This design comes from an exercise in tuning for small area on the open sky130 flow, not from production work. Only simulation tests tie the RTL to the original design; equivalence was not proved. No activity file was given, so power comes from the tool's default toggle rates.

==> flow/flow/run.sh <==
#!/bin/bash
# Standard ORFS layout (the standard.sh, unchanged synthesis, floorplan,
# power grid and tap cells), with two layout settings changed:
#  - port buffers use sky130_fd_sc_hd__buf_1 instead of the default pick;
#  - clock tree: clkbuf_4 buffers, clusters of at most 8 sinks within 40 um,
#    no dummy loads.
# All tool output goes to standard.log in the work folder (and ORFS's own
# per-step logs under orfs/logs).
set -euo pipefail
cd "$(dirname "$0")/.."
bash standard.sh \
  "BUFFER_PORTS_ARGS=-buffer_cell sky130_fd_sc_hd__buf_1" \
  "CTS_ARGS=-sink_clustering_enable -repair_clock_nets -dont_use_dummy_load -buf_list sky130_fd_sc_hd__clkbuf_4 -sink_clustering_size 8 -sink_clustering_max_diameter 40" \
  finish > standard.log 2>&1
==> flow/standard.sh <==
#!/bin/bash
# synth_recipe.tcl (not shown) runs the flow's synth.tcl, then flattens the netlist and writes it again
# the make line also repeats each setting of config.mk as NAME=value (left out here)
make -C /OpenROAD-flow-scripts/flow DESIGN_CONFIG=/design/flow/config.mk WORK_HOME=/design/flow/orfs CLKGATE_MAP_FILE= SYNTH_SCRIPT=/design/flow/synth_recipe.tcl "${@:-finish}"
==> flow/config.mk <==
export PLATFORM = sky130hd
export DESIGN_NAME = mycpu
export DESIGN_NICKNAME = mycpu
export VERILOG_FILES = /design/flow/design.v
export SDC_FILE = /design/flow/constraint.sdc
export NUM_CORES = 8
export LEC_CHECK = 0
export CAP_MARGIN = 5
export CORE_MARGIN = 2
export CORE_UTILIZATION = 60
export CTS_BUF_LIST = sky130_fd_sc_hd__clkbuf_4
export PLACE_DENSITY = 0.7
export SETUP_SLACK_MARGIN = 0.3
export SLEW_MARGIN = 5
export SYNTH_HIERARCHICAL = 1
==> flow/constraint.sdc <==
create_clock -name core_clock -period 13.0 [get_ports {clk}]
set_input_delay 2.6000 -clock core_clock [delete_from_list [all_inputs] [get_ports {clk}]]
set_output_delay 2.6000 -clock core_clock [all_outputs]
set_load 0.01 [all_outputs]
==> flow/design.v <==
module pc_next(
    input  wire [29:0] pc,
    input  wire [15:0] imm,
    input  wire        br,
    input  wire        j,
    input  wire [25:0] tgt,
    output wire [29:0] nx
    );
    wire [16:0] tc;
    wire [15:0] t;
    assign t[0]  = ~(pc[0] ^ imm[0]);
    assign tc[1] = pc[0] | imm[0];
    genvar i;
    generate
        for (i = 1; i < 16; i = i + 1) begin : f
            add_fa u(.a(pc[i]), .b(imm[i]), .c(tc[i]), .s(t[i]), .co(tc[i+1]));
        end
    endgenerate
    wire [29:0] p;
    assign p[0] = 1'b1;
    generate
        for (i = 1; i < 30; i = i + 1) begin : a
            if (i == 16) begin : z
                assign p[i] = 1'b1;
            end else begin : n
                add_and2 u(.a(p[i-1]), .b(pc[i-1]), .y(p[i]));
            end
        end
    endgenerate
    wire ci = p[15] & pc[15];           
    wire c  = br ? tc[16] : ci;
    wire [15:0] lo = br ? t : (pc[15:0] ^ p[15:0]);
    wire [13:0] hi = pc[29:16] ^ ({14{c}} & p[29:16]);
    assign nx = {hi[13:10], j ? tgt : {hi[9:0], lo}};
endmodule
module rf_o22i(input wire a1, input wire a2, input wire b1, input wire b2, output wire y);
    assign y = ~((a1 | a2) & (b1 | b2));
endmodule
module rf_a222i(input wire a1, input wire a2, input wire b1, input wire b2,
                input wire c1, input wire c2, output wire y);
    assign y = ~((a1 & a2) | (b1 & b2) | (c1 & c2));
endmodule
module rf_nand4(input wire a, input wire b, input wire c, input wire d, output wire y);
    assign y = ~(a & b & c & d);
endmodule
module rf_nand3(input wire a, input wire b, input wire c, output wire y);
    assign y = ~(a & b & c);
endmodule
module rf_or3(input wire a, input wire b, input wire c, output wire y);
    assign y = a | b | c;
endmodule
module rf_xor2(input wire a, input wire b, output wire y);
    assign y = a ^ b;
endmodule
module rf_word(
    input  wire        clk,
    input  wire        we,
    input  wire        wen,
    input  wire [31:0] x,
    output reg  [31:0] s
    );
    wire [31:0] d;
    genvar k;
    generate
        for (k = 0; k < 32; k = k + 1) begin : b
            rf_o22i u(.a1(we), .a2(s[k]), .b1(wen), .b2(x[k]), .y(d[k]));
        end
    endgenerate
    always @(posedge clk)
        s <= d;
endmodule
module rf_rbit(
    input  wire [31:0] sel,
    input  wire [31:0] d,
    input  wire        inv,
    input  wire        phase,
    output wire        y
    );
    wire [10:0] u;
    wire [2:0]  p;
    wire        v;
    genvar k;
    generate
        for (k = 0; k < 10; k = k + 1) begin : a
            rf_a222i ua(.a1(sel[3*k]), .a2(d[3*k]), .b1(sel[3*k+1]), .b2(d[3*k+1]),
                        .c1(sel[3*k+2]), .c2(d[3*k+2]), .y(u[k]));
        end
    endgenerate
    rf_a222i ul(.a1(sel[30]), .a2(d[30]), .b1(sel[31]), .b2(d[31]), .c1(inv), .c2(phase), .y(u[10]));
    rf_nand4 n0(.a(u[0]), .b(u[1]), .c(u[2]), .d(u[3]), .y(p[0]));
    rf_nand4 n1(.a(u[4]), .b(u[5]), .c(u[6]), .d(u[7]), .y(p[1]));
    rf_nand3 n2(.a(u[8]), .b(u[9]), .c(u[10]), .y(p[2]));
    rf_or3   o (.a(p[0]), .b(p[1]), .c(p[2]), .y(v));
    rf_xor2  x (.a(v), .b(phase), .y(y));
endmodule
module regfile(
    input  wire        clk,
    input  wire        rstn,
    input  wire        we,
    input  wire [4:0]  wa,
    input  wire [31:0] wd,
    input  wire [4:0]  ra1,
    input  wire [4:0]  ra2,
    output wire [31:0] rd1,
    output wire [31:0] rd2
    );
    reg         phase;
    reg [31:0]  valid;
    wire [31:0] s [0:31];
    wire [31:0] wsel = we ? (32'b1 << wa) : 32'b0;
    wire [31:0] x    = wd ^ {32{phase}};
    always @(posedge clk or negedge rstn) begin
        if (!rstn) begin
            phase <= 1'b0;
            valid <= 32'b0;
        end else begin
            phase <= ~phase;
            valid <= valid | wsel;
        end
    end
    genvar g, k;
    generate
        for (g = 0; g < 32; g = g + 1) begin : w
            rf_word u(.clk(clk), .we(wsel[g]), .wen(~wsel[g]), .x(x), .s(s[g]));
        end
    endgenerate
    wire [31:0] sel1 = (32'b1 << ra1) & valid;
    wire [31:0] sel2 = (32'b1 << ra2) & valid;
    wire        inv1 = ~valid[ra1];
    wire        inv2 = ~valid[ra2];
    generate
        for (k = 0; k < 32; k = k + 1) begin : r
            wire [31:0] col;
            for (g = 0; g < 32; g = g + 1) begin : c
                assign col[g] = s[g][k];
            end
            rf_rbit u1(.sel(sel1), .d(col), .inv(inv1), .phase(phase), .y(rd1[k]));
            rf_rbit u2(.sel(sel2), .d(col), .inv(inv2), .phase(phase), .y(rd2[k]));
        end
    endgenerate
endmodule
module add_fa(input wire a, input wire b, input wire c, output wire s, output wire co);
    assign {co, s} = a + b + c;
endmodule
module add_ha(input wire a, input wire b, output wire s, output wire co);
    assign {co, s} = a + b;
endmodule
module add_and2(input wire a, input wire b, output wire y);
    assign y = a & b;
endmodule
module add_a21o(input wire a1, input wire a2, input wire b, output wire y);
    assign y = (a1 & a2) | b;
endmodule
module add_inc(input wire s, input wire c, input wire p, output wire y);
    assign y = s ^ (c & p);
endmodule
module add_blk #(parameter N = 4) (
    input  wire [N-1:0] a,
    input  wire [N-1:0] b,
    input  wire         cin,
    output wire [N-1:0] y,
    output wire         cout
    );
    wire [N:0]   c;
    wire [N-1:0] s;
    wire [N:0]   pre;
    add_ha h0(.a(a[0]), .b(b[0]), .s(s[0]), .co(c[1]));
    genvar i;
    generate
        for (i = 1; i < N; i = i + 1) begin : f
            add_fa u(.a(a[i]), .b(b[i]), .c(c[i]), .s(s[i]), .co(c[i+1]));
        end
    endgenerate
    assign pre[1] = s[0];
    generate
        for (i = 1; i < N; i = i + 1) begin : p
            add_and2 u(.a(pre[i]), .b(s[i]), .y(pre[i+1]));
        end
    endgenerate
    assign y[0] = s[0] ^ cin;
    generate
        for (i = 1; i < N; i = i + 1) begin : q
            add_inc u(.s(s[i]), .c(cin), .p(pre[i]), .y(y[i]));
        end
    endgenerate
    add_a21o uc(.a1(cin), .a2(pre[N]), .b(c[N]), .y(cout));
endmodule
module add32(
    input  wire [31:0] a,
    input  wire [31:0] b,
    output wire [31:0] y
    );
    wire [4:0] rc;
    wire [4:1] c;
    add_ha h0(.a(a[0]), .b(b[0]), .s(y[0]), .co(rc[1]));
    genvar i;
    generate
        for (i = 1; i < 4; i = i + 1) begin : r
            add_fa u(.a(a[i]), .b(b[i]), .c(rc[i]), .s(y[i]), .co(rc[i+1]));
        end
    endgenerate
    add_blk #(4) b1(.a(a[7:4]),   .b(b[7:4]),   .cin(rc[4]), .y(y[7:4]),   .cout(c[1]));
    add_blk #(5) b2(.a(a[12:8]),  .b(b[12:8]),  .cin(c[1]),  .y(y[12:8]),  .cout(c[2]));
    add_blk #(6) b3(.a(a[18:13]), .b(b[18:13]), .cin(c[2]),  .y(y[18:13]), .cout(c[3]));
    add_blk #(6) b4(.a(a[24:19]), .b(b[24:19]), .cin(c[3]),  .y(y[24:19]), .cout(c[4]));
    wire unused;
    add_blk #(7) b5(.a(a[31:25]), .b(b[31:25]), .cin(c[4]),  .y(y[31:25]), .cout(unused));
endmodule
module mycpu (
    input         rstn,
    input         clk,
    output [31:0] inst_rom_addr,
    input  [31:0] inst_rom_rdata,
    output [31:0] data_ram_addr,
    output [31:0] data_ram_wdata,
    output        data_ram_wen,
    input  [31:0] data_ram_rdata
    );
    wire [31:0] instr = inst_rom_rdata;
    wire [5:0]  op    = instr[31:26];
    wire [5:0]  func  = instr[5:0];
    wire [4:0]  rs    = instr[25:21];
    wire [4:0]  rt    = instr[20:16];
    wire [4:0]  rd    = instr[15:11];
    wire [15:0] imm   = instr[15:0];
    wire is_add = (op == 6'b000000) && (func == 6'b100000);
    wire is_lui = (op == 6'b001111);
    wire is_ori = (op == 6'b001101);
    wire is_nor = (op == 6'b000101);
    wire is_lw  = (op == 6'b100011);
    wire is_sw  = (op == 6'b101011);
    wire is_beq = (op == 6'b000100);
    wire is_j   = (op == 6'b000010);
    reg  [29:0] pc;
    assign inst_rom_addr = {pc, 2'b00};
    wire [31:0] a, b;
    wire [31:0] wd;
    regfile _regfile(
        .clk(clk), .rstn(rstn),
        .we(is_add | is_lui | is_ori | is_nor | is_lw),
        .wa(is_add ? rd : rt),
        .wd(wd),
        .ra1(rs), .ra2(rt),
        .rd1(a), .rd2(b)
    );
    wire [31:0] sum;
    add32 _add(.a(a), .b((is_lw | is_sw) ? {{16{imm[15]}}, imm} : b), .y(sum));
    wire [31:0] orv = a | {16'b0, imm};
    assign wd = is_lw  ? data_ram_rdata :
                is_add ? sum :
                is_lui ? {imm, 16'b0} :
                         (orv ^ {32{is_nor}});
    assign data_ram_addr  = sum;
    assign data_ram_wdata = b;
    assign data_ram_wen   = is_sw;
    wire [29:0] pc_nx;
    pc_next _pcn(.pc(pc), .imm(imm), .br(is_beq && (a == b)), .j(is_j),
                 .tgt(instr[25:0]), .nx(pc_nx));
    always @(posedge clk or negedge rstn) begin
        if (!rstn) pc <= 30'h2FF00000;
        else       pc <= pc_nx;
    end
endmodule
==> results of run 1 <==
## critical path, cell delays in order
cell and delay, ps:
buf_1 400, nor2b_1 750, and3_1 960, buf_4 430
a222oi_1 140, nand4_1 220, or3_1 160, xor2_1 110
nand2_1 120, nand2_1 70, ha_1 190, fa_1 380
fa_1 380, fa_1 530, and2_1 130, a21o_1 230
a21o_1 430, a21o_1 310, a21o_1 290, nand2_1 110
xnor2_1 270, buf_1 190
## cell type report
class                           count  area (um^2)
Fill cell                        6039        24100
Multi-Input combinational cell   2975        22200
Sequential cell                  1087        22100
Timing Repair Buffer              356         2090
Clock buffer                      165         1240
Tap cell                          959         1200
Inverter                           62          233
Antenna cell                        8         20.0
## through the flow
stage               total power, W  area, um^2  worst slack (ps)  hold slack, ps
floorplan                  0.00458       44500              1230             455
global placement           0.00499       47800              1430             462
detailed placement         0.00502       47800              1340             471
CTS                        0.00665       49100              1310             483
global route               0.00695       49100               779             494
finish                     0.00674       49100               944             484
## sequential cells by signal, summed over array words and instances (netlist names)
signal / cells
_regfile.phase: 1
_regfile.w.u.s: 1024
_regfile.valid: 32
pc: 30
## power groups by stage
stage	clock network [W]	registers, W	logic [W]
4_1_cts	0.00170	0.00389	0.00106
2_1_floorplan	0	0.00390	0.000679
5_1_grt	0.00184	0.00394	0.00118
3_3_place_gp	0	0.00395	0.00104
3_5_place_dp	0	0.00396	0.00106
6_report	0.00172	0.00390	0.00112
## routing by layer
layer,up-vias,GRT usage,share of wire,wire length [um]
li1,19400,-,-,-
met1,22700,0.666,0.34,70600
met2,5039,0.680,0.38,77800
met3,1192,0.210,0.18,37300
met4,16,0.379,0.095,19600
met5,-,0.00813,0.0010,209
## final timing paths
kind	from	end	cells past startpoint
worst max-delay path	inst_rom_rdata[17]	data_ram_addr[29]	22
worst min register to register	_regfile.w[31].u.s[21]	_regfile.w[31].u.s[21]	1
worst max register to register	_regfile.valid[3]	_regfile.w[25].u.s[21]	27
max in group asynchronous	rstn	_regfile.phase	2
worst min-delay path	_regfile.w[31].u.s[21]	_regfile.w[31].u.s[21]	1
min in group asynchronous	rstn	pc[28]	2
==> notes.md, run 1 <==
- The share of total power dissipated in the clock network is 0.256.
- The CTS tree is built.
- The initial antenna violation count is 9.
- The analysis attributes to cell leakage a power of 17.8 nW.
- The kind of path behind the tightest hold check is flip-flop to flip-flop.
- The worst endpoint required time is 10,400 ps.
- After detailed placement, the design holds a cell count of 5,439.
- The area of the core is 73,200 um^2.
- The final weighted congestion in routability-driven placement is 1.06.
- Cell internal power was estimated by the tool at 0.00466 W.
- The quantity of gates resized following cts is 0.
- The global-route wire length before repair is 296 mm.
- The worst slew margin relative to its limit is 0.109.
- Once layout is complete, the utilization of the core stands at 0.671.
- The number of hold buffers added after CTS was 0.
- The final-report setup violation count is 0.
- The number of global-route vias before repair is 44,100.
- For this run the aggregate overflow at the end of global routing stands at 0.
- Yosys printed 9 warnings.
- The die covers 76,400 um^2.
- The worst ir drop on vdd is 0.000104 V.
- After synthesis the cells add up to 44,500 um^2.
- The type of the setup path with the least slack is primary input to output pin.
- The layout cell share with drive strength beyond 1 is 0.0945.
- The worst setup path is launched from a primary input.
- Of the available clock period, the critical path in the final layout requires 0.927.
- The tool flagged a number of max-cap violations equal to 0.
- The number of hold violations in the final report came to 0.
- The number of pins with negative max-slew slack in the final report is 0.
- The number of clock sinks is 1,087.
- The total number of vias is 48,300.
- Setup repair after global routing left no endpoint under its margin.
- Of all nets on the critical path, the largest fanout is 17.
- Of the total power, the share spent switching nets is 0.310.
- The buffer type at the clock tree root is clkbuf_4.
- The worst path in the final design needs a cycle of 12,060 ps, including I/O delays and setup.
- Across every metal layer, demand over resource in global routing totals 0.513.
- The clock tree buffer depth is 3.
- The analysis attributes to net switching a power of 0.00209 W.
- The clock buffer count from CTS is 165.
- The final wirelength is 205 mm.
- The routed wirelength normalized by instance count is 36.6 um.
- The die is 276 um tall.
- Leaving out filler cells and counting taps, the final layout contains 5,612.
- The highest attainable clock frequency is 82.9 MHz.
- The flow ran to the end and the layout has no timing, DRC or antenna violations.
- The setup slack of the worst register-to-register path is 4940 ps.
- Summed over all failing endpoints, the final setup total negative slack is 0 ps.
- The count of unresolved DRC violations after routing is 0.
- The worst setup path is captured at an output pin.
- Leaving out fill and tap cells, the most frequent cells in the layout are o22ai_1 (1,024), dfxtp_1 (1,024), a222oi_1 (704), buf_4 (195), clkbuf_4 (165).
- The number of setup buffers added after CTS is 0.
- Clock-pin slew was measured on the worst setup and hold paths at 50 ps.
- The final layout contains 4,762 nets.
- The count of nets left with antenna violations once routing finished came out at 0.
- The number of H-tree branching levels is 4.
- The count of port buffers added during placement is 160.
- After floorplanning, the core was divided into 99 placement rows.
- The power density over the cells is 137 nW/um^2.
- Between clock sinks in the finished design, the worst skew comes to 131 ps.
- The initial utilization of the core area, before any placement, comes to 0.608.
- The gate count of the mapped netlist is 4,189.
- 163 I/O pins were placed.
- The chip width is 276 um.
- For this block, the initial DRC count from the detailed router was 13,600.
- The arrival time at the worst endpoint is 9460 ps.
- The part of the total power dissipated in sequential elements is 0.579.
- At the later pin of the worst-skew pair, clock insertion delay measures 1150 ps.
- The largest net degree at the start of global routing is 102.
- The post-synthesis to final-layout area growth is 10.3%.
- The share of total power dissipated in combinational logic is 0.166.
- The average via count per standard cell is 8.61.
- Detailed placement ended at an HPWL of 128 mm.
- For the pin with the worst max-slew slack, the measured transition is 1340 ps.
- The average cell area after synthesis is 10.6 um^2.
- The total iterations of the first detailed-routing run is 19.
==> run 2: changes to the inputs <==
==> flow/run.sh (new file) <==
#!/bin/bash
# synth_recipe.tcl (not shown) runs the flow's synth.tcl, then flattens the netlist and writes it again
# the make line also repeats each setting of config.mk as NAME=value (left out here)
make -C /OpenROAD-flow-scripts/flow DESIGN_CONFIG=/design/flow/config.mk WORK_HOME=/design/flow/orfs CLKGATE_MAP_FILE= SYNTH_SCRIPT=/design/flow/synth_recipe.tcl finish
removed: flow/flow/run.sh
removed: flow/standard.sh
==> notes.md, run 2 <==
- The combinational share of power is 0.156 (-0.010).
- The warning count from the yosys run came to 9 (unchanged).
- The setup slack of the worst register-to-register path is 5220 ps (+280 ps).
- The total iterations of the first detailed-routing run is 15 (-4).
- The routed wirelength normalized by instance count is 35.1 um (-4.2%).
- In this run the critical register-to-register path is captured at _regfile.w[25].u.s[30].
- The top cell types in the final layout, fill and taps aside, are o22ai_1 (1,024), dfxtp_1 (1,024), a222oi_1 (704), clkbuf_4 (399), buf_4 (254).
- The layout cell share with drive strength beyond 1 is 0.149 (+0.0545).
- The floorplan die area was 76,400 um^2 (unchanged).
- The worst endpoint required time is 10,400 ps (about the same).
- The area of the core is 73,200 um^2 (unchanged).
- The aggregate global routing overflow is 0 (unchanged).
- The origin of the critical flop-to-flop path is _regfile.valid[19].
- The worst clock skew came to 149 ps (+18.4 ps).
- The initial antenna violation count came to 7 (-2).
- The routing usage on met3 is 0.213 (+0.00313).
- The part of the cycle the worst path needs is 0.966 (+0.0382).
- The time the final worst path needs with I/O delays and setup came to 12,550 ps (+497 ps).
- The internal power is 0.00562 W (+21%).
- The y dimension of the die is 276 um (unchanged).
- The origin of the worst min-delay path is _regfile.w[10].u.s[30].
- The critical path in this run is classified as primary input to output pin.
- The final weighted congestion in routability-driven placement is 1.04 (-2.0%).
- The nature of the critical path endpoint is an output pin.
- The average cell area after synthesis is 10.6 um^2 (unchanged).
- The count of standard-cell rows is 99 (unchanged).
- The post-DP HPWL came to 135 mm (+4.9%).
- The transition at the pin with the smallest max-transition slack is 1350 ps (+11.7 ps).
- Counting flops per register, the top entry is _regfile.w.u.s.
- The run finished with no timing, DRC or antenna violations.
- The insertion delay to the later sink of the worst-skew pair is 1190 ps (+40 ps).
- The busiest layer in global routing is met2.
- The cell count of the worst reg-to-reg path is 26 (-3.7%).
- The reported net switching power is 0.00239 W (+14%).
- The number of clock sinks is 1,087 (unchanged).
- STA classifies the critical path startpoint as a primary input.
- The worst hold path cell count was 1 (unchanged).
- The final-layout fill cell count is 5,578 (-7.6%).
- The clock buffer count from CTS is 289 (+75%).
- Setup repair after global routing left no endpoint under its margin.
- The count of nets left with antenna violations after detail routing is 0 (unchanged).
- The number of DRC violations after detailed-routing iteration 0 is 14,000 (+3.0%).
- The number of H-tree branching levels is 5 (+1).
- The summed instance area of the synthesized netlist came to 44,500 um^2 (unchanged).
- The leakage power is 19.9 nW (+11%).
- The largest fanout on the critical path is 21 (+4).
- The number of pins with negative max-slew slack in the final report is 0 (unchanged).
- The number of nets in the finished design is 4,949 (+3.9%).
- The worst slew margin relative to its limit is 0.0999 (-0.00881).
- The total number of vias is 49,900 (+3.4%).
- The count of port buffers added during placement came to 160 (unchanged).
- The number of flip-flops in the largest register was 1,024 (unchanged).
- The chip width is 276 um (unchanged).
- The power density over the cells is 152 nW/um^2 (+11%).
- The count of unresolved DRC violations after routing was 0 (unchanged).
- The final wirelength was 209 mm (+1.9%).
- In this run the clock root is driven by a clkbuf_4.
- The average via count per standard cell was 8.37 (-2.8%).
- The highest attainable clock frequency came to 79.7 MHz (-4.0%).
- The number of hold violations in the final report is 0 (unchanged).
- The gate count of the mapped netlist is 4,189 (unchanged).
- The area growth from synthesis to layout is 18.3%.
- The clock-pin transition on the worst setup and hold timing paths came to 60 ps (about the same).
- The end point of the worst hold path is _regfile.w[10].u.s[30].
- The global routing usage on met1 is 0.668 (+0.00281).
- The kind of path behind the tightest hold check is flip-flop to flip-flop.
- The portion of total power attributed to the clock network came to 0.356 (+0.100).
- The global-route wire length before repair is 302 mm (+1.9%).
- The final-report setup violation count is 0 (unchanged).
- The total of max-cap violations came to 0 (unchanged).
- The worst ir drop on vdd is 0.000126 V (+21%).
- The effective utilization at floorplan is 0.608 (unchanged).
- The top-level I/O count is 163 (unchanged).
- The total routing resource utilization after global routing is 0.521 (+0.00800).
- The clock tree buffer depth was 4 (+1).
- The CTS tree is built.
- The net switching share of the total power is 0.298 (-0.0117).
- The arrival time at the worst endpoint is 9950 ps (+490 ps).
- The met2 demand-to-capacity share in global routing is 0.694 (+0.0138).
- The part of the total power dissipated in sequential elements is 0.488 (-0.091).
- The worst hold-check slack came to 480 ps (-3.76 ps).
- The largest net degree at the start of global routing is 131 (+28%).
- The final sum of negative setup slack is 0 ps (unchanged).
- The largest registers in the layout are _regfile.w.u.s: 1024 flops, _regfile.valid: 32 flops, pc: 30 flops.
- The hold buffer count at cts is 0 (unchanged).
- The number of global-route vias before repair came to 46,400 (+5.2%).
-- run 2: critical path: stages --
cell and delay [ps]:
clkdlybuf4s50_1 780, nor2b_1 670, and3_1 750, buf_4 470
a222oi_1 190, nand4_1 210, or3_1 160, xor2_1 80
nand2_1 100, nand2_1 70, ha_1 190, fa_1 380
fa_1 390, fa_1 520, and2_1 130, a21o_1 250
a21o_1 400, a21o_1 310, nand2_1 100, xnor2_1 530
clkdlybuf4s50_1 670
-- run 2: routing by layer --
layer | share of wire | up-vias
li1 | - | 20000
met1 | 0.34 | 23300
met2 | 0.38 | 5400
met3 | 0.19 | 1299
met4 | 0.096 | 10
met5 | 0.00099 | -
-- run 2: cell type report --
cell class / count / area, um^2 / share of cell area
clock buffers: 399 / 3000 / 0.0569
inverters: 62 / 233 / 0.00442
flip-flops and latches: 1087 / 22100 / 0.420
multi-input cells: 2976 / 22200 / 0.422
well taps: 959 / 1200 / 0.0228
repair buffers: 418 / 3590 / 0.0682
clock inverters: 64 / 284 / 0.00539
diodes: 5 / 12.5 / 0.000238
-- run 2: worst max-delay path by stage --
stage	to	startpoint	slack, ps	depth (start not counted)
finish	data_ram_addr[21]	inst_rom_rdata[17]	450	21
global route	data_ram_addr[29]	inst_rom_rdata[21]	300	20
CTS	data_ram_addr[21]	inst_rom_rdata[16]	580	24
detailed placement	data_ram_addr[21]	inst_rom_rdata[16]	630	24
global placement	data_ram_addr[21]	inst_rom_rdata[16]	640	24
floorplan	data_ram_addr[26]	inst_rom_rdata[17]	1230	23
-- run 2: stage by stage --
step | util | setup slack, ps | instances | instance area [um^2] | power [W]
3_3_place_gp | 0.673 | 640 | 5498 | 49300 | 0.00511
5_1_grt | 0.719 | 303 | 5970 | 52600 | 0.00826
6_report | 0.719 | 447 | 5970 | 52600 | 0.00801
3_5_place_dp | 0.673 | 628 | 5498 | 49300 | 0.00514
4_1_cts | 0.718 | 578 | 5961 | 52500 | 0.00791
2_1_floorplan | - | 1230 | 4191 | 44500 | 0.00458
-- run 2: power by group through the flow --
| stage | Sequential (W) | Combinational, W | Clock [W] |
|---|---|---|---|
| 2_1_floorplan | 0.00390 | 0.000679 | 0 |
| 3_3_place_gp | 0.00395 | 0.00116 | 0 |
| 6_report | 0.00391 | 0.00125 | 0.00285 |
| 4_1_cts | 0.00389 | 0.00119 | 0.00283 |
| 3_5_place_dp | 0.00396 | 0.00118 | 0 |
| 5_1_grt | 0.00394 | 0.00131 | 0.00301 |
-- run 2: timing repair --
| item | 4_1_cts | 5_1_grt |
|---|---|---|
| setup endpoints to repair | 0 | 12 |
| resized for setup | 0 | 10 |
| buffers inserted | 0 | 3 |
==> run 3: changes to the inputs <==
--- a/flow/design.v
+++ b/flow/design.v
@@ -46,9 +46,21 @@
 module rf_nand3(input wire a, input wire b, input wire c, output wire y);
     assign y = ~(a & b & c);
 endmodule
+module rf_nand2(input wire a, input wire b, output wire y);
+    assign y = ~(a & b);
+endmodule
+module rf_nor2(input wire a, input wire b, output wire y);
+    assign y = ~(a | b);
+endmodule
+module rf_and3(input wire a, input wire b, input wire c, output wire y);
+    assign y = a & b & c;
+endmodule
 module rf_or3(input wire a, input wire b, input wire c, output wire y);
     assign y = a | b | c;
 endmodule
+module rf_or2(input wire a, input wire b, output wire y);
+    assign y = a | b;
+endmodule
 module rf_xor2(input wire a, input wire b, output wire y);
     assign y = a ^ b;
 endmodule
@@ -93,41 +105,63 @@
     rf_or3   o (.a(p[0]), .b(p[1]), .c(p[2]), .y(v));
     rf_xor2  x (.a(v), .b(phase), .y(y));
 endmodule
+module rf_rdec(
+    input  wire [4:0]  ra,
+    input  wire [31:0] valid,
+    output wire [31:0] sel,
+    output wire        inv
+    );
+    wire [3:0] lo = 4'b1 << ra[1:0];
+    wire [7:0] hi = 8'b1 << ra[4:2];
+    genvar i;
+    generate
+        for (i = 0; i < 32; i = i + 1) begin : s
+            rf_and3 u(.a(valid[i]), .b(lo[i % 4]), .c(hi[i / 4]), .y(sel[i]));
+        end
+    endgenerate
+    assign inv = ~valid[ra];
+endmodule
 module regfile(
     input  wire        clk,
     input  wire        rstn,
     input  wire        we,
     input  wire [4:0]  wa,
-    input  wire [31:0] wd,
+    input  wire [31:0] x,        
     input  wire [4:0]  ra1,
     input  wire [4:0]  ra2,
     output wire [31:0] rd1,
-    output wire [31:0] rd2
+    output wire [31:0] rd2,
+    output reg         phase
     );
-    reg         phase;
-    reg [31:0]  valid;
+    reg  [31:0] valid;
     wire [31:0] s [0:31];
-    wire [31:0] wsel = we ? (32'b1 << wa) : 32'b0;
-    wire [31:0] x    = wd ^ {32{phase}};
+    wire [3:0]  wl  = 4'b1 << wa[1:0];
+    wire [7:0]  wh  = we ? (8'b1 << wa[4:2]) : 8'b0;
+    wire [3:0]  wln = ~wl;
+    wire [7:0]  whn = ~wh;
+    wire [31:0] wsel, wseln, vnext;
     always @(posedge clk or negedge rstn) begin
         if (!rstn) begin
             phase <= 1'b0;
             valid <= 32'b0;
         end else begin
             phase <= ~phase;
-            valid <= valid | wsel;
+            valid <= vnext;
         end
     end
     genvar g, k;
     generate
         for (g = 0; g < 32; g = g + 1) begin : w
-            rf_word u(.clk(clk), .we(wsel[g]), .wen(~wsel[g]), .x(x), .s(s[g]));
+            rf_nor2  un(.a(whn[g / 4]), .b(wln[g % 4]), .y(wsel[g]));
+            rf_nand2 ua(.a(wh[g / 4]),  .b(wl[g % 4]),  .y(wseln[g]));
+            rf_or2   uv(.a(valid[g]), .b(wsel[g]), .y(vnext[g]));
+            rf_word  u(.clk(clk), .we(wsel[g]), .wen(wseln[g]), .x(x), .s(s[g]));
         end
     endgenerate
-    wire [31:0] sel1 = (32'b1 << ra1) & valid;
-    wire [31:0] sel2 = (32'b1 << ra2) & valid;
-    wire        inv1 = ~valid[ra1];
-    wire        inv2 = ~valid[ra2];
+    wire [31:0] sel1, sel2;
+    wire        inv1, inv2;
+    rf_rdec d1(.ra(ra1), .valid(valid), .sel(sel1), .inv(inv1));
+    rf_rdec d2(.ra(ra2), .valid(valid), .sel(sel2), .inv(inv2));
     generate
         for (k = 0; k < 32; k = k + 1) begin : r
             wire [31:0] col;
@@ -231,25 +265,50 @@
     wire is_sw  = (op == 6'b101011);
     wire is_beq = (op == 6'b000100);
     wire is_j   = (op == 6'b000010);
+    wire is_orn = is_ori | is_nor;
+    wire is_mem = is_lw | is_sw;
     reg  [29:0] pc;
     assign inst_rom_addr = {pc, 2'b00};
     wire [31:0] a, b;
-    wire [31:0] wd;
+    wire [31:0] x;
+    wire        phase;
     regfile _regfile(
         .clk(clk), .rstn(rstn),
-        .we(is_add | is_lui | is_ori | is_nor | is_lw),
+        .we(is_add | is_lui | is_orn | is_lw),
         .wa(is_add ? rd : rt),
-        .wd(wd),
+        .x(x),
         .ra1(rs), .ra2(rt),
-        .rd1(a), .rd2(b)
+        .rd1(a), .rd2(b),
+        .phase(phase)
     );
     wire [31:0] sum;
-    add32 _add(.a(a), .b((is_lw | is_sw) ? {{16{imm[15]}}, imm} : b), .y(sum));
-    wire [31:0] orv = a | {16'b0, imm};
-    assign wd = is_lw  ? data_ram_rdata :
-                is_add ? sum :
-                is_lui ? {imm, 16'b0} :
-                         (orv ^ {32{is_nor}});
+    wire [31:0] imx = {{16{imm[15]}}, imm};
+    wire [31:0] bsel;
+    genvar i;
+    generate
+        for (i = 0; i < 32; i = i + 1) begin : bm
+            cpu_o22a u(.a1(is_mem), .a2(b[i]), .b1(~is_mem), .b2(imx[i]), .y(bsel[i]));
+        end
+    endgenerate
+    add32 _add(.a(a), .b(bsel), .y(sum));
+    wire q = phase ^ is_nor;
+    generate
+        for (i = 0; i < 16; i = i + 1) begin : wl
+            wire t, pn;
+            cpu_or2   uo(.a(a[i]), .b(imm[i]), .y(t));
+            cpu_a222i ua(.a1(is_lw), .a2(data_ram_rdata[i]), .b1(is_add), .b2(sum[i]),
+                         .c1(is_orn), .c2(t), .y(pn));
+            cpu_xnor2 ux(.a(pn), .b(q), .y(x[i]));
+        end
+        for (i = 16; i < 32; i = i + 1) begin : wh
+            wire u, w, p;
+            cpu_a222i ua(.a1(is_lw), .a2(data_ram_rdata[i]), .b1(is_add), .b2(sum[i]),
+                         .c1(is_lui), .c2(imm[i-16]), .y(u));
+            cpu_nand2 un(.a(is_orn), .b(a[i]), .y(w));
+            cpu_nand2 up(.a(u), .b(w), .y(p));
+            cpu_xor2  ux(.a(p), .b(q), .y(x[i]));
+        end
+    endgenerate
     assign data_ram_addr  = sum;
     assign data_ram_wdata = b;
     assign data_ram_wen   = is_sw;
@@ -261,3 +320,22 @@
         else       pc <= pc_nx;
     end
 endmodule
+module cpu_o22a(input wire a1, input wire a2, input wire b1, input wire b2, output wire y);
+    assign y = (a1 | a2) & (b1 | b2);
+endmodule
+module cpu_or2(input wire a, input wire b, output wire y);
+    assign y = a | b;
+endmodule
+module cpu_nand2(input wire a, input wire b, output wire y);
+    assign y = ~(a & b);
+endmodule
+module cpu_xor2(input wire a, input wire b, output wire y);
+    assign y = a ^ b;
+endmodule
+module cpu_a222i(input wire a1, input wire a2, input wire b1, input wire b2,
+                 input wire c1, input wire c2, output wire y);
+    assign y = ~((a1 & a2) | (b1 & b2) | (c1 & c2));
+endmodule
+module cpu_xnor2(input wire a, input wire b, output wire y);
+    assign y = ~(a ^ b);
+endmodule
==> flow/flow/run.sh (new file) <==
#!/bin/bash
# Standard ORFS layout (the standard.sh, unchanged synthesis, floorplan,
# power grid and tap cells), with two layout settings changed:
#  - port buffers use sky130_fd_sc_hd__buf_1 instead of the default pick;
#  - clock tree: clkbuf_4 buffers, clusters of at most 8 sinks within 40 um,
#    no dummy loads.
# All tool output goes to standard.log in the work folder (and ORFS's own
# per-step logs under orfs/logs).
set -euo pipefail
cd "$(dirname "$0")/.."
bash standard.sh \
  "BUFFER_PORTS_ARGS=-buffer_cell sky130_fd_sc_hd__buf_1" \
  "CTS_ARGS=-sink_clustering_enable -repair_clock_nets -dont_use_dummy_load -buf_list sky130_fd_sc_hd__clkbuf_4 -sink_clustering_size 8 -sink_clustering_max_diameter 40" \
  finish > standard.log 2>&1
==> flow/standard.sh (new file) <==
#!/bin/bash
# synth_recipe.tcl (not shown) runs the flow's synth.tcl, then flattens the netlist and writes it again
# the make line also repeats each setting of config.mk as NAME=value (left out here)
make -C /OpenROAD-flow-scripts/flow DESIGN_CONFIG=/design/flow/config.mk WORK_HOME=/design/flow/orfs CLKGATE_MAP_FILE= SYNTH_SCRIPT=/design/flow/synth_recipe.tcl "${@:-finish}"
removed: flow/run.sh
==> notes.md, run 3 <==
- The average via count per standard cell is 8.97 (+7.3%).
- The run finished with no timing, DRC or antenna violations.
- The time the final worst path needs with I/O delays and setup is 12,260 ps (-289 ps).
- The number of hold violations in the final report is 0 (unchanged).
- The y dimension of the die is 274 um (-0.95%).
- The leakage power came to 17.2 nW (-13%).
- The met2 routed wirelength was 80.8 mm (+1.6%).
- The worst clock skew was 140 ps (-9.32 ps).
- The average cell area after synthesis is 11.1 um^2 (+4.9%).
- The final-layout fill cell count is 5,769 (+3.4%).
- The reported net switching power is 0.00195 W (-18%).
- The final setup slack of the worst path was 737 ps (+289 ps).
- The highest metal layer with signal wires is met5.
- The effective utilization at floorplan is 0.609 (+0.000626).
- The post-layout utilization of the core is 0.679 (-0.0397).
- The type of the setup path with the least slack is primary input to output pin.
- The end point of the worst hold path is _regfile.w[7].u.s[4].
- Traced cell by cell, the critical path runs through buf_1, inv_1, nor3b_1, and3_1, buf_4, a222oi_1, nand4_1, or3_1, xor2_1, o22a_1, fa_1, fa_1, fa_1, fa_1, fa_1, and2_1, a21o_1, a21o_1, nand2_1, xnor2_1, buf_1.
- The placed instance area is 47,400 um^2 (-3.8%).
- The CTS tree is built.
- The setup slack of the worst register-to-register path is 4290 ps (-930 ps).
- The clock buffer count from CTS came to 167 (-42%).
- The summed instance area of the synthesized netlist is 43,700 um^2 (-1.9%).
- The delay of the slowest critical-path stage is 970 ps (+190 ps).
- The number of nets in the finished design came to 4,544 (-8.2%).
- The total buffers and inverters traversed by the critical path was 4 (+1).
- The critical register-to-register path endpoint is _regfile.w[27].u.s[28].
- The met1 wire length is 70.8 mm (+0.37%).
- In this design, the critical path's most frequently occurring cell is fa_1.
- The worst slew margin relative to its limit is 0.0590 (-0.0408).
- The kind of path behind the tightest hold check is flip-flop to flip-flop.
- The register cell area after layout is 22,100 um^2 (unchanged).
- The combinational share of power was 0.136 (-0.020).
- The floorplan die area is 74,900 um^2 (-1.9%).
- The count of nets left with antenna violations after detail routing came to 0 (unchanged).
- The largest net degree at the start of global routing came to 64 (-51%).
- The number of DRC violations after detailed-routing iteration 0 is 14,200 (+1.7%).
- The number of pins with negative max-slew slack in the final report is 0 (unchanged).
- Setup repair after global routing left no endpoint under its margin.
- The cell count of the worst reg-to-reg path is 25 (-3.8%).
- For this design, the slowest cell found on the critical path is and3_1.
- The initial antenna violation count came to 32 (+25).
- The layout cell share with drive strength beyond 1 is 0.112 (-0.0372).
- Leaving out fill and tap cells, the most frequent cell in the layout is o22ai_1.
- The number of H-tree branching levels was 4 (-1).
- The final weighted congestion in routability-driven placement is 1.03 (-1.4%).
- The number of placed instances with taps included is 5,210 (-5.2%).
- The clock-pin transition on the worst setup and hold timing paths was 90 ps (+30 ps).
- The power density over the cells is 135 nW/um^2 (-11%).
- The origin of the worst setup path is inst_rom_rdata[20].
- The warning count from the yosys run is 9 (unchanged).
- The area of the core is 71,700 um^2 (-2.0%).
- The aggregate global routing overflow was 0 (unchanged).
- The total iterations of the first detailed-routing run is 23 (+8).
- The count of port buffers added during placement is 160 (unchanged).
- The area growth from synthesis to layout is 11.6%.
- The insertion delay to the later sink of the worst-skew pair is 1130 ps (-60 ps).
- The area of all placed cells without fillers is 48,700 um^2 (-7.4%).
- STA classifies the critical path startpoint as a primary input.
- In the final layout, the registers with the most flip-flops are _regfile.w.u.s: 1024 flops, _regfile.valid: 32 flops, pc: 30 flops.
- The area of the multi-input gates is 21,900 um^2 (-1.6%).
- In the layout the commonest cells are o22ai_1 (1,026), dfxtp_1 (1,024), a222oi_1 (736), buf_4 (207), clkbuf_4 (167).
- The met3 wire length was 42.2 mm (+8.5%).
- The number of global-route vias before repair came to 44,200 (-4.7%).
- The non-filler instance count after layout came to 5,412 (-9.3%).
- The number of flip-flops in the largest register is 1,024 (unchanged).
- The total number of vias is 48,600 (-2.8%).
- The buffer type at the clock tree root is clkbuf_4.
- The post-DP HPWL is 134 mm (-0.42%).
- Ranked by flip-flop count, first place goes to _regfile.w.u.s.
- The total of max-cap violations is 0 (unchanged).
- The largest fanout on the critical path is 14 (-33%).
- The worst endpoint required time is 10,400 ps (about the same).
- The final sum of negative setup slack is 0 ps (unchanged).
- The global-route wire length before repair is 304 mm (+0.97%).
- The highest attainable clock frequency came to 81.5 MHz (+2.4%).
- The chip width is 274 um (-0.95%).
- The worst ir drop on vdd was 0.000104 V (-17%).
- The number of setup buffers added after CTS was 0 (unchanged).
- The total routing resource utilization after global routing is 0.557 (+0.0353).
- The minimum setup slack after placement is 843 ps (+215 ps).
- STA classifies the critical path endpoint as an output pin.
- The gate count of the mapped netlist is 3,917 (-6.5%).
- The worst hold path begins at _regfile.w[7].u.s[4].
- The top cell family by delay on the critical path is simple AND/OR/NAND/NOR gates.
- The portion of total power attributed to the clock network is 0.267 (-0.089).
- The part of the total power dissipated in sequential elements came to 0.597 (+0.109).
- The final wirelength came to 216 mm (+3.3%).
- The worst register-to-register path begins at _regfile.valid[29].
- The transition at the pin with the smallest max-transition slack is 1400 ps (+55.8 ps).
- The arrival time at the worst endpoint is 9660 ps (-290 ps).
- The part of the cycle the worst path needs came to 0.943 (-0.0223).
- The internal power is 0.00462 W (-18%).
- The net switching share of the total power came to 0.296 (-0.00159).
- The final-report setup violation count is 0 (unchanged).
- The worst hold path cell count is 1 (unchanged).
- The top-level I/O count was 163 (unchanged).
- The count of unresolved DRC violations after routing is 0 (unchanged).
- The clock tree buffer depth came to 3 (-1).
- The routed wirelength normalized by instance count is 39.9 um (+14%).
- The count of standard-cell rows was 98 (-1.0%).
- The number of clock sinks is 1,087 (unchanged).
-- run 3: changes by cell type in the layout (fill, tap and decap cells not counted), sizes merged, moves of 43 or more --
cell           delta
clkbuf          -230
clkdlybuf4s50   -157
buf             +107
inv              -52
clkinv           -56
or2              +43
-- run 3: worst max-delay path by stage --
stage,to,slack [ps],cells after the start
after floorplan,data_ram_addr[26],1640,21
after global placement,data_ram_addr[28],940,20
after detailed placement,data_ram_addr[28],840,20
after CTS,data_ram_addr[28],840,20
after global routing,data_ram_addr[27],610,20
final,data_ram_addr[28],740,21
-- run 3: layer usage --
metal	vias up	GRT usage
met4	14	0.435
met3	1514	0.304
met5	-	0.0359
met2	5467	0.721
met1	22800	0.674
li1	18800	-
-- run 3: final cells by class --
cell class,count,share of cell area
Antenna cell,35,0.00180
Clock buffer,167,0.0257
Inverter,16,0.00123
Multi-Input combinational cell,2789,0.449
Sequential cell,1087,0.453
Tap cell,950,0.0244
Timing Repair Buffer,368,0.0447
-- run 3: metrics by stage --
stage / power [W] / hold WS (ps)
2_1_floorplan: 0.00448 / 455
3_3_place_gp: 0.00479 / 463
3_5_place_dp: 0.00483 / 471
4_1_cts: 0.00647 / 483
5_1_grt: 0.00674 / 496
6_report: 0.00657 / 487
-- run 3: power groups by stage --
stage          registers [W]  logic (W)  clock network (W)
2_1_floorplan        0.00392   0.000552                  0
3_3_place_gp         0.00397   0.000815                  0
3_5_place_dp         0.00398   0.000844                  0
4_1_cts              0.00391   0.000845            0.00171
5_1_grt              0.00396   0.000936            0.00185
6_report             0.00393   0.000895            0.00175
-- run 3: timing repair --
action / CTS / global route
resized for setup: 0 / 2
hold buffers: 0 / 0
setup endpoints to repair: 0 / 6
==> run 4: changes to the inputs <==
--- a/flow/design.v
+++ b/flow/design.v
@@ -58,8 +58,8 @@
 module rf_or3(input wire a, input wire b, input wire c, output wire y);
     assign y = a | b | c;
 endmodule
-module rf_or2(input wire a, input wire b, output wire y);
-    assign y = a | b;
+module rf_o21a(input wire a, input wire b, input wire c, output wire y);
+    assign y = (a | b) & c;
 endmodule
 module rf_xor2(input wire a, input wire b, output wire y);
     assign y = a ^ b;
@@ -141,20 +141,17 @@
     wire [7:0]  whn = ~wh;
     wire [31:0] wsel, wseln, vnext;
     always @(posedge clk or negedge rstn) begin
-        if (!rstn) begin
-            phase <= 1'b0;
-            valid <= 32'b0;
-        end else begin
-            phase <= ~phase;
-            valid <= vnext;
-        end
+        if (!rstn) phase <= 1'b0;
+        else       phase <= ~phase;
     end
+    always @(posedge clk)
+        valid <= vnext;              
     genvar g, k;
     generate
         for (g = 0; g < 32; g = g + 1) begin : w
             rf_nor2  un(.a(whn[g / 4]), .b(wln[g % 4]), .y(wsel[g]));
             rf_nand2 ua(.a(wh[g / 4]),  .b(wl[g % 4]),  .y(wseln[g]));
-            rf_or2   uv(.a(valid[g]), .b(wsel[g]), .y(vnext[g]));
+            rf_o21a  uv(.a(valid[g]), .b(wsel[g]), .c(rstn), .y(vnext[g]));
             rf_word  u(.clk(clk), .we(wsel[g]), .wen(wseln[g]), .x(x), .s(s[g]));
         end
     endgenerate
==> flow/flow/run.sh (replaced) <==
#!/bin/bash
# Standard ORFS layout (the standard.sh: unchanged synthesis, floorplan,
# power grid and tap cells), with these layout settings changed:
#  - port buffers use sky130_fd_sc_hd__buf_1 instead of the default pick;
#  - clock tree: clkbuf_4 buffers, clusters of at most 8 sinks within 40 um,
#    no dummy loads;
#  - RECOVER_POWER=100: after global routing, downsize gates on paths with
#    positive slack.
# All tool output goes to standard.log in the work folder (and ORFS's own
# per-step logs under orfs/logs).
set -euo pipefail
cd "$(dirname "$0")/.."
bash standard.sh \
  "BUFFER_PORTS_ARGS=-buffer_cell sky130_fd_sc_hd__buf_1" \
  "CTS_ARGS=-sink_clustering_enable -repair_clock_nets -dont_use_dummy_load -buf_list sky130_fd_sc_hd__clkbuf_4 -sink_clustering_size 8 -sink_clustering_max_diameter 40" \
  RECOVER_POWER=100 \
  finish > standard.log 2>&1
==> notes.md, run 4 <==
- The flow ran to the end, but the layout failed its checks.
- In this run the layout check failures are max-capacitance violations, max-slew violations.
- The power density over the cells is 133 nW/um^2 (-1.2%).
- The largest fanout on the critical path is 17 (+3).
- The number of setup buffers added after CTS came to 0 (unchanged).
- The total number of vias is 48,100 (-1.1%).
- The largest net degree at the start of global routing was 68 (+6.3%).
- The final setup slack of the worst path came to 623 ps (-114 ps).
- The gate count of the mapped netlist came to 3,917 (unchanged).
- The total iterations of the first detailed-routing run is 23 (unchanged).
- The time the final worst path needs with I/O delays and setup is 12,380 ps (+114 ps).
- The effective utilization at floorplan is 0.608 (-0.000635).
- Setup repair after global routing left no endpoint under its margin.
- The number of DRC violations after detailed-routing iteration 0 is 13,200 (-7.0%).
- In the final layout, the registers with the most flip-flops are _regfile.w.u.s: 1024 flops, _regfile.valid: 32 flops, pc: 30 flops.
- The combinational share of power is 0.119 (-0.017).
- The number of pins with negative max-slew slack in the final report is 1,993 (+1,993).
- The number of flip-flops in the largest register is 1,024 (unchanged).
- The category of the worst setup path launch point is a primary input.
- The insertion delay to the later sink of the worst-skew pair is 1150 ps (+20 ps).
- The summed instance area of the synthesized netlist is 43,500 um^2 (-0.28%).
- The total routing resource utilization after global routing is 0.552 (-0.00457).
- The root buffer cell chosen for the clock tree is clkbuf_4.
- The library cell used most frequently in the layout, excluding fill and tap cells, is dfxtp_1.
- The area of the core was 71,600 um^2 (-0.17%).
- The setup path with the least slack is of type primary input to output pin.
- The post-DP HPWL came to 131 mm (-2.5%).
- The placed instance area came to 47,100 um^2 (-0.56%).
- The portion of total power attributed to the clock network came to 0.270 (+0.003).
- The routed wirelength normalized by instance count is 39.9 um (about the same).
- The worst clock skew came to 150 ps (+10.0 ps).
- The initial antenna violation count is 29 (-9.4%).
- The leakage power is 16.6 nW (-3.3%).
- The minimum setup slack after placement came to 1060 ps (+213 ps).
- The internal power was 0.00455 W (-1.5%).
- The layout cell share with drive strength beyond 1 is 0.0849 (-0.0269).
- More flip-flops sit in one register than any other, and that register is _regfile.w.u.s.
- The aggregate global routing overflow is 0 (unchanged).
- The total of max-cap violations is 62 (+62).
- The part of the total power dissipated in sequential elements is 0.612 (+0.015).
- The reported net switching power is 0.00184 W (-5.4%).
- The count of nets left with antenna violations after detail routing came to 0 (unchanged).
- The number of clock sinks is 1,087 (unchanged).
- The number of H-tree branching levels is 4 (unchanged).
- The clock-pin transition on the worst setup and hold timing paths is 60 ps (-30 ps).
- The average cell area after synthesis is 11.1 um^2 (-0.28%).
- The chip width came to 273 um (-0.14%).
- The final wirelength came to 215 mm (-0.37%).
- The count of port buffers added during placement came to 160 (unchanged).
- The area of all placed cells without fillers came to 48,000 um^2 (-1.5%).
- The quantity of gates resized following cts is 0 (unchanged).
- The highest attainable clock frequency is 80.8 MHz (-0.92%).
- The CTS tree is built.
- The arrival time at the worst endpoint is 9780 ps (+120 ps).
- The number of placed instances with taps included is 5,191 (-0.36%).
- The nature of the critical path endpoint is an output pin.
- The floorplan die area was 74,700 um^2 (-0.27%).
- In the layout the commonest cells are dfxtp_1 (1,056), o22ai_1 (1,026), a222oi_1 (736), clkbuf_4 (162), buf_1 (150).
- The non-filler instance count after layout is 5,396 (-0.30%).
- The top-level I/O count is 163 (unchanged).
- The number of global-route vias before repair is 44,000 (-0.45%).
- The worst endpoint required time was 10,400 ps (about the same).
- The number of nets in the finished design is 4,520 (-0.53%).
- The count of standard-cell rows came to 98 (unchanged).
- From synthesis to final layout, the design area changed by 10.3%.
- The post-layout utilization of the core is 0.671 (-0.00885).
- The warning count from the yosys run is 9 (unchanged).
- The hold buffer count at cts was 0 (unchanged).
- The clock tree buffer depth was 3 (unchanged).
- The count of unresolved DRC violations after routing is 0 (unchanged).
- The final sum of negative setup slack is 0 ps (unchanged).
- The final weighted congestion in routability-driven placement is 1.04 (+1.4%).
- The number of hold violations in the final report is 0 (unchanged).
- The part of the cycle the worst path needs is 0.952 (+0.00877).
- The average via count per standard cell was 8.90 (-0.76%).
- The y dimension of the die came to 273 um (-0.14%).
- The global-route wire length before repair is 302 mm (-0.72%).
- The transition at the pin with the smallest max-transition slack came to 4330 ps (+2920 ps).
- The final-report setup violation count came to 0 (unchanged).
- The net switching share of the total power came to 0.288 (-0.00828).
- The clock buffer count from CTS is 162 (-3.0%).
- The kind of path behind the tightest hold check is flip-flop to flip-flop.
- The worst slew margin relative to its limit is -1.89 (-1.95).
- The worst ir drop on vdd is 0.000113 V (+8.4%).
-- run 4: final timing paths --
| path | startpoint | endpoint | slack, ps | cells after the start |
|---|---|---|---|---|
| min reg2reg | _regfile.w[31].u.s[30] | _regfile.w[31].u.s[30] | 480 | 1 |
| max in group asynchronous | rstn | _regfile.phase | 8360 | 2 |
| max | inst_rom_rdata[18] | data_ram_addr[26] | 620 | 20 |
| max reg2reg | _regfile.valid[15] | _regfile.w[7].u.s[29] | 3360 | 25 |
| min in group asynchronous | rstn | pc[28] | 2700 | 2 |
| min | _regfile.w[31].u.s[30] | _regfile.w[31].u.s[30] | 480 | 1 |
-- run 4: final cells by class --
cell class              instances  area (um^2)
diodes                         43          108
repair buffers                349         1850
well taps                     950         1190
multi-input cells            2789        21700
fillers                      5884        23600
clock buffers                 162         1220
flip-flops and latches       1087        21900
inverters                      16         60.1
-- run 4: critical path, stage by stage --
cell	delay [ps]
clkbuf_1	570
nand2b_1	220
nor2_1	90
and3_1	560
clkbuf_1	310
a222oi_1	380
nand4_1	590
or3_1	620
xor2_1	200
o22a_1	290
fa_1	410
fa_1	600
fa_1	540
a21o_1	290
a21o_1	310
a21o_1	380
a21o_1	340
nand2_1	120
xnor2_1	150
buf_1	190
-- run 4: power by group through the flow --
stage	clock network [W]	registers, W	logic [W]
finish	0.00172	0.00391	0.000759
global route	0.00181	0.00395	0.000800
CTS	0.00169	0.00390	0.000728
detailed placement	0	0.00397	0.000727
global placement	0	0.00396	0.000700
floorplan	0	0.00392	0.000477
-- run 4: per-layer routing --
metal  up-vias  routed length [um]  global-route usage  share of wire
met4        18               20800               0.398          0.097
met1     22700               70900               0.667           0.33
met2      5174               81900               0.735           0.38
met3      1466               41400               0.302           0.19
met5         -                 303              0.0173         0.0014
li1      18700                   -                   -              -
-- run 4: stage by stage --
stage	total power (W)	hold WS (ps)
detailed placement	0.00470	470
global route	0.00656	497
finish	0.00640	483
global placement	0.00466	463
CTS	0.00632	483
floorplan	0.00440	455
==> run 5: changes to the inputs <==
--- a/flow/design.v
+++ b/flow/design.v
@@ -1,4 +1,5 @@
 module pc_next(
+    input  wire        rstn,
     input  wire [29:0] pc,
     input  wire [15:0] imm,
     input  wire        br,
@@ -31,7 +32,8 @@
     wire c  = br ? tc[16] : ci;
     wire [15:0] lo = br ? t : (pc[15:0] ^ p[15:0]);
     wire [13:0] hi = pc[29:16] ^ ({14{c}} & p[29:16]);
-    assign nx = {hi[13:10], j ? tgt : {hi[9:0], lo}};
+    wire [29:0] n = {hi[13:10], j ? tgt : {hi[9:0], lo}};
+    assign nx = rstn ? n : 30'h2FF00000;     
 endmodule
 module rf_o22i(input wire a1, input wire a2, input wire b1, input wire b2, output wire y);
     assign y = ~((a1 | a2) & (b1 | b2));
@@ -310,12 +312,10 @@
     assign data_ram_wdata = b;
     assign data_ram_wen   = is_sw;
     wire [29:0] pc_nx;
-    pc_next _pcn(.pc(pc), .imm(imm), .br(is_beq && (a == b)), .j(is_j),
+    pc_next _pcn(.rstn(rstn), .pc(pc), .imm(imm), .br(is_beq && (a == b)), .j(is_j),
                  .tgt(instr[25:0]), .nx(pc_nx));
-    always @(posedge clk or negedge rstn) begin
-        if (!rstn) pc <= 30'h2FF00000;
-        else       pc <= pc_nx;
-    end
+    always @(posedge clk)
+        pc <= pc_nx;
 endmodule
 module cpu_o22a(input wire a1, input wire a2, input wire b1, input wire b2, output wire y);
     assign y = (a1 | a2) & (b1 | b2);
==> flow/flow/run.sh (replaced) <==
#!/bin/bash
# Standard ORFS layout (the standard.sh, unchanged synthesis, floorplan,
# power grid and tap cells), with two layout settings changed:
#  - port buffers use sky130_fd_sc_hd__buf_1 instead of the default pick;
#  - clock tree: clkbuf_4 buffers, clusters of at most 8 sinks within 40 um,
#    no dummy loads.
# All tool output goes to standard.log in the work folder (and ORFS's own
# per-step logs under orfs/logs).
set -euo pipefail
cd "$(dirname "$0")/.."
bash standard.sh \
  "BUFFER_PORTS_ARGS=-buffer_cell sky130_fd_sc_hd__buf_1" \
  "CTS_ARGS=-sink_clustering_enable -repair_clock_nets -dont_use_dummy_load -buf_list sky130_fd_sc_hd__clkbuf_4 -sink_clustering_size 8 -sink_clustering_max_diameter 40" \
  finish > standard.log 2>&1
--- a/flow/config.mk
+++ b/flow/config.mk
@@ -7,9 +7,9 @@
 export LEC_CHECK = 0
 export CAP_MARGIN = 5
 export CORE_MARGIN = 2
-export CORE_UTILIZATION = 60
+export CORE_UTILIZATION = 50
 export CTS_BUF_LIST = sky130_fd_sc_hd__clkbuf_4
-export PLACE_DENSITY = 0.7
+export PLACE_DENSITY = 0.6
 export SETUP_SLACK_MARGIN = 0.3
 export SLEW_MARGIN = 5
 export SYNTH_HIERARCHICAL = 1
==> notes.md, run 5 <==
- The cell seen most often among critical-path stages is fa_1.
- The number of hold violations in the final report is 0 (unchanged).
- The power density over the cells is 129 nW/um^2 (-3.2%).
- The worst setup path is launched from a primary input.
- The slowest stage of the critical path belongs to the cell nor2b_1.
- The commonest non-fill, non-tap cell in the layout is dfxtp_1.
- The aggregate global routing overflow is 0 (unchanged).
- The worst hold path cell count is 1 (unchanged).
- The total buffers and inverters traversed by the critical path is 4 (+1).
- In this run the most critical hold path is launched from _regfile.w[1].u.s[18].
- Leaving out fill and tap cells, the most frequent cells in the layout are dfxtp_1 (1,086), o22ai_1 (1,026), a222oi_1 (736), buf_4 (216), clkbuf_4 (172).
- The average cell area after synthesis is 11.0 um^2 (-0.79%).
- The worst clock skew is 124 ps (-25.8 ps).
- The endpoint identified for the worst register-to-register timing path is _regfile.w[30].u.s[27].
- The arrival time at the worst endpoint came to 9300 ps (-480 ps).
- The clock-pin transition on the worst setup and hold timing paths came to 70 ps (about the same).
- Setup repair after global routing left no endpoint under its margin.
- The final weighted congestion in routability-driven placement is 1.05 (+1.3%).
- The initial antenna violation count is 19 (-34%).
- The number of DRC violations after detailed-routing iteration 0 is 11,300 (-14%).
- The leakage power is 16.9 nW (+1.6%).
- The layout cell share with drive strength beyond 1 is 0.113 (+0.0281).
- The origin of the critical flop-to-flop path is _regfile.valid[13].
- The largest fanout on the critical path is 19 (+2).
- The routed wirelength normalized by instance count was 39.1 um (-2.0%).
- The kind of path behind the tightest hold check is flip-flop to flip-flop.
- The highest attainable clock frequency is 84.0 MHz (+4.0%).
- The quantity of gates resized following cts is 0 (unchanged).
- The total iterations of the first detailed-routing run is 14 (-39%).
- The time the final worst path needs with I/O delays and setup was 11,900 ps (-478 ps).
- The summed instance area of the synthesized netlist is 43,400 um^2 (-0.26%).
- The transition at the pin with the smallest max-transition slack was 1390 ps (-2930 ps).
- The number of setup buffers added after CTS is 0 (unchanged).
- The average via count per standard cell is 8.35 (-6.3%).
- The total of max-cap violations is 0 (-100%).
- The top-level I/O count was 163 (unchanged).
- In the final layout, the registers with the most flip-flops are _regfile.w.u.s: 1024 flops, _regfile.valid: 32 flops, pc: 30 flops.
- The number of nets in the finished design is 4,577 (+1.3%).
- The post-layout utilization of the core is 0.565 (-0.106).
- Walking the worst path, the cells encountered are buf_1, buf_4, nor2b_1, and3_1, buf_4, a222oi_1, nand4_1, or3_1, xor2_1, o22a_1, fa_1, fa_1, fa_1, fa_1, fa_1, and2_1, a21o_1, a21o_1, nand2_1, xnor2_1, buf_1.
- The chip width is 299 um (+9.3%).
- The insertion delay to the later sink of the worst-skew pair is 1180 ps (+30 ps).
- The warning count from the yosys run is 9 (unchanged).
- The total number of vias is 47,000 (-2.2%).
- The count of nets left with antenna violations after detail routing came to 0 (unchanged).
- The buffer type at the clock tree root is clkbuf_4.
- The CTS tree is built.
- The floorplan die area is 89,200 um^2 (+19%).
- Grouping stages by cell kind, the critical path spends the most delay in adder cells.
- The part of the cycle the worst path needs is 0.915 (-0.0368).
- The end point of the worst hold path is _regfile.w[1].u.s[18].
- The post-DP HPWL is 143 mm (+9.7%).
- The count of standard-cell rows came to 108 (+10%).
- The worst slew margin relative to its limit is 0.0690 (+1.96).
- The largest net degree at the start of global routing is 50 (-26%).
- The y dimension of the die came to 299 um (+9.3%).
- The number of pins with negative max-slew slack in the final report came to 0 (-100%).
- _regfile.w.u.s holds more flip-flops than any other register.
- The number of flip-flops in the largest register was 1,024 (unchanged).
- The gate count of the mapped netlist is 3,938 (+0.54%).
- The delay of the slowest critical-path stage was 850 ps (+230 ps).
- The number of H-tree branching levels came to 4 (unchanged).
- The total routing resource utilization after global routing is 0.472 (-0.0800).
- The count of port buffers added during placement is 160 (unchanged).
- The worst ir drop on vdd is 0.0000875 V (-22%).
- The area of the core was 86,500 um^2 (+21%).
- The type of the setup path with the least slack is primary input to output pin.
- The clock buffer count from CTS came to 172 (+6.2%).
- The number of clock sinks was 1,087 (unchanged).
- The clock tree buffer depth is 3 (unchanged).
- The count of unresolved DRC violations after routing came to 0 (unchanged).
- The effective utilization at floorplan was 0.502 (-0.106).
- The cell count of the worst reg-to-reg path is 25 (unchanged).
- From synthesis to final layout, the design area changed by 12.4%.
- The final sum of negative setup slack came to 0 ps (unchanged).
- The final-report setup violation count is 0 (unchanged).
- The hold buffer count at cts is 0 (unchanged).
- The number of global-route vias before repair came to 43,500 (-1.2%).
- The final wirelength came to 220 mm (+2.2%).
- The flow ran to the end and the layout has no timing, DRC or antenna violations.
- The worst setup path is captured at an output pin.
- The global-route wire length before repair came to 310 mm (+2.5%).
- The setup slack of the worst register-to-register path is 4720 ps (+1360 ps).
- The worst endpoint required time is 10,400 ps (about the same).
run 5: worst max path at each step:
stage	start	end	slack [ps]	depth (start not counted)
global placement	inst_rom_rdata[22]	data_ram_addr[26]	1330	19
global route	inst_rom_rdata[16]	data_ram_addr[31]	960	23
CTS	inst_rom_rdata[22]	data_ram_addr[26]	1320	19
detailed placement	inst_rom_rdata[16]	data_ram_addr[26]	1300	23
floorplan	inst_rom_rdata[18]	data_ram_addr[26]	1640	21
finish	inst_rom_rdata[17]	data_ram_addr[26]	1100	21
run 5: power breakdown:
part / switching, W / internal (W)
logic: 0.000363 / 0.000286
clock network: 0.00119 / 0.000603
registers: 0.000232 / 0.00362
total: 0.00178 / 0.00451
run 5: stage by stage:
step	instance area (um^2)	setup slack (ps)	hold WS [ps]	instances	power, W
floorplan	43400	1640	455	3940	0.00427
detailed placement	47500	1300	471	5443	0.00454
CTS	48800	1320	483	5615	0.00625
global placement	47500	1330	463	5443	0.00452
global route	48800	956	494	5618	0.00648
finish	48800	1100	484	5630	0.00630
run 5: area by class of cell:
type	count	area, um^2
clock buffers	172	1290
flip-flops and latches	1087	21800
repair buffers	377	2240
multi-input cells	2809	22000
well taps	1155	1450
diodes	15	37.5
fillers	7894	37700
inverters	15	56.3
run 5: metal layers:
metal	up-vias	part of all wire	global-route usage
met4	10	0.074	0.301
li1	18900	-	-
met2	4378	0.40	0.657
met5	-	0.00029	0
met1	22800	0.36	0.609
met3	904	0.17	0.185
==> run 6: changes to the inputs <==
--- a/flow/design.v
+++ b/flow/design.v
@@ -63,6 +63,9 @@
 module rf_o21a(input wire a, input wire b, input wire c, output wire y);
     assign y = (a | b) & c;
 endmodule
+module rf_or4(input wire a, input wire b, input wire c, input wire d, output wire y);
+    assign y = a | b | c | d;
+endmodule
 module rf_xor2(input wire a, input wire b, output wire y);
     assign y = a ^ b;
 endmodule
@@ -121,7 +124,17 @@
             rf_and3 u(.a(valid[i]), .b(lo[i % 4]), .c(hi[i / 4]), .y(sel[i]));
         end
     endgenerate
-    assign inv = ~valid[ra];
+    wire [7:0] o;
+    wire [1:0] h;
+    generate
+        for (i = 0; i < 8; i = i + 1) begin : r
+            rf_or4 u(.a(sel[4*i]), .b(sel[4*i+1]), .c(sel[4*i+2]), .d(sel[4*i+3]), .y(o[i]));
+        end
+        for (i = 0; i < 2; i = i + 1) begin : q
+            rf_or4 u(.a(o[4*i]), .b(o[4*i+1]), .c(o[4*i+2]), .d(o[4*i+3]), .y(h[i]));
+        end
+    endgenerate
+    rf_nor2 un(.a(h[0]), .b(h[1]), .y(inv));
 endmodule
 module regfile(
     input  wire        clk,
==> notes.md, run 6 <==
- The warning count from the yosys run is 9 (unchanged).
- The largest fanout on the critical path is 19 (unchanged).
- The largest register by flop count is _regfile.w.u.s.
- The number of clock sinks is 1,087 (unchanged).
- The post-synthesis to final-layout area growth came to 12.4% (about the same).
- The hold buffer count at cts came to 0 (unchanged).
- The kind of path behind the tightest hold check is flip-flop to flip-flop.
- Leaving out fill and tap cells, the most frequent cells in the layout are dfxtp_1 (1,086), o22ai_1 (1,024), a222oi_1 (736), buf_4 (184), clkbuf_4 (170).
- The register cell area after layout came to 21,800 um^2 (unchanged).
- The non-filler instance count after layout is 5,556 (-1.3%).
- The final sum of negative setup slack was 0 ps (unchanged).
- The number of H-tree branching levels is 4 (unchanged).
- The critical path in this run is classified as primary input to output pin.
- The time the final worst path needs with I/O delays and setup is 12,450 ps (+549 ps).
- The total routing resource utilization after global routing is 0.501 (+0.0292).
- The final-layout fill cell count is 7,764 (-1.6%).
- The clock tree buffer depth is 3 (unchanged).
- The setup slack of the worst register-to-register path is 3560 ps (-1160 ps).
- The transition at the pin with the smallest max-transition slack is 1470 ps (+75.0 ps).
- The number of global-route vias before repair is 44,200 (+1.6%).
- The number of pins with negative max-slew slack in the final report is 0 (unchanged).
- The average via count per standard cell is 8.61 (+3.2%).
- The clock buffer count from CTS is 170 (-1.2%).
- The number of setup buffers added after CTS is 0 (unchanged).
- The count of nets left with antenna violations after detail routing is 0 (unchanged).
- The worst slew margin relative to its limit was 0.0179 (-0.0511).
- The arrival time at the worst endpoint came to 9850 ps (+550 ps).
- The leakage power is 16.7 nW (-1.1%).
- The initial antenna violation count is 23 (+4).
- The routed wirelength normalized by instance count was 41.9 um (+7.3%).
- The number of nets in the finished design is 4,515 (-1.4%).
- The post-DP HPWL is 132 mm (-8.0%).
- The origin of the critical flop-to-flop path is _regfile.valid[21].
- The total number of vias is 47,900 (+1.9%).
- Setup repair after global routing left no endpoint under its margin.
- The largest net degree at the start of global routing came to 101 (+100%).
- The aggregate global routing overflow was 0 (unchanged).
- The power density over the cells was 124 nW/um^2 (-3.7%).
- The area of the core came to 85,100 um^2 (-1.5%).
- The count of unresolved DRC violations after routing is 0 (unchanged).
- The final wirelength was 233 mm (+5.9%).
- The run finished with no timing, DRC or antenna violations.
- The chip width is 297 um (-0.55%).
- The final weighted congestion in routability-driven placement came to 1.05 (-0.73%).
- The CTS tree is built.
- The number of hold violations in the final report is 0 (unchanged).
- The effective utilization at floorplan is 0.504 (+0.00218).
- The number of DRC violations after detailed-routing iteration 0 is 12,200 (+7.9%).
- The total iterations of the first detailed-routing run is 17 (+3).
## run 6: area by class of cell
type / instances / area share
diodes: 14 / 0.000726
clock buffers: 170 / 0.0264
inverters: 13 / 0.00101
multi-input cells: 2783 / 0.450
flip-flops and latches: 1087 / 0.451
well taps: 1144 / 0.0297
repair buffers: 345 / 0.0415
## run 6: power by group
| group | switching [W] | internal [W] |
|---|---|---|
| Combinational | 0.000171 | 0.000192 |
| Sequential | 0.000223 | 0.00362 |
| Clock | 0.00119 | 0.000596 |
## run 6: how the worst max path moves through the flow
stage / cells past startpoint / slack (ps) / endpoint / start
after CTS: 24 / 830 / data_ram_addr[27] / inst_rom_rdata[19]
after global routing: 23 / 460 / data_ram_addr[27] / inst_rom_rdata[19]
final: 23 / 550 / data_ram_addr[27] / inst_rom_rdata[19]
after global placement: 23 / 1000 / data_ram_addr[27] / inst_rom_rdata[19]
after detailed placement: 24 / 830 / data_ram_addr[27] / inst_rom_rdata[19]
after floorplan: 21 / 850 / data_ram_addr[26] / inst_rom_rdata[18]
## run 6: through the flow
step	area [um^2]	setup slack (ps)	hold slack (ps)	total power [W]
global route	48200	456	495	0.00617
floorplan	42900	846	434	0.00412
detailed placement	46900	828	463	0.00426
CTS	48200	833	481	0.00595
finish	48300	553	480	0.00599
global placement	46900	997	462	0.00424
## run 6: critical path: stages
cell	delay (ps)
buf_1	310
and3b_2	290
and3_2	220
or4_1	520
or4_1	580
nor2_4	180
buf_4	400
buf_4	340
a222oi_1	130
nand3_1	290
or3_1	180
xor2_1	180
o22a_1	300
fa_1	440
fa_1	410
fa_1	530
and2_1	130
a21o_1	280
a21o_1	340
a21o_1	460
nand2_1	130
xnor2_1	380
buf_1	200
## run 6: metal layers
metal,GRT usage,share of wire,vias up
li1,-,-,18700
met1,0.608,0.34,23000
met2,0.660,0.38,4815
met3,0.255,0.18,1329
met4,0.398,0.097,22
met5,0.0168,0.0012,-

==> what the ideal ports hide <==
How much do the figures lean on ideal ports? The routed layouts below were timed once more, with nothing changed but the port constraints. Step 1: set_driving_cell puts a clkbuf_16 on clk and a buf_2 on each other input, an assumption about the parent block. Step 2 times the ports against the registers' clock, not the clock port: input delays grow and output delays shrink by t, the midpoint of the rising clock arrivals with the driver on. Three values: ideal, step 1, step 2; two values: the first two.
| run | shift t [ns] | setup WS [ns] |
|---|---|---|
| run 1 | 1.155 | 0.944 / 0.917 / 0.917 |
| run 2 | 1.183 | 0.447 / 0.408 / 0.408 |
| run 3 | 1.132 | 0.737 / 0.713 / 0.713 |
| run 4 | 1.148 | 0.623 / 0.590 / 0.247 |
| run 5 | 1.185 | 1.101 / 1.078 / 1.078 |
| run 6 | 1.174 | 0.553 / 0.526 / 0.526 |
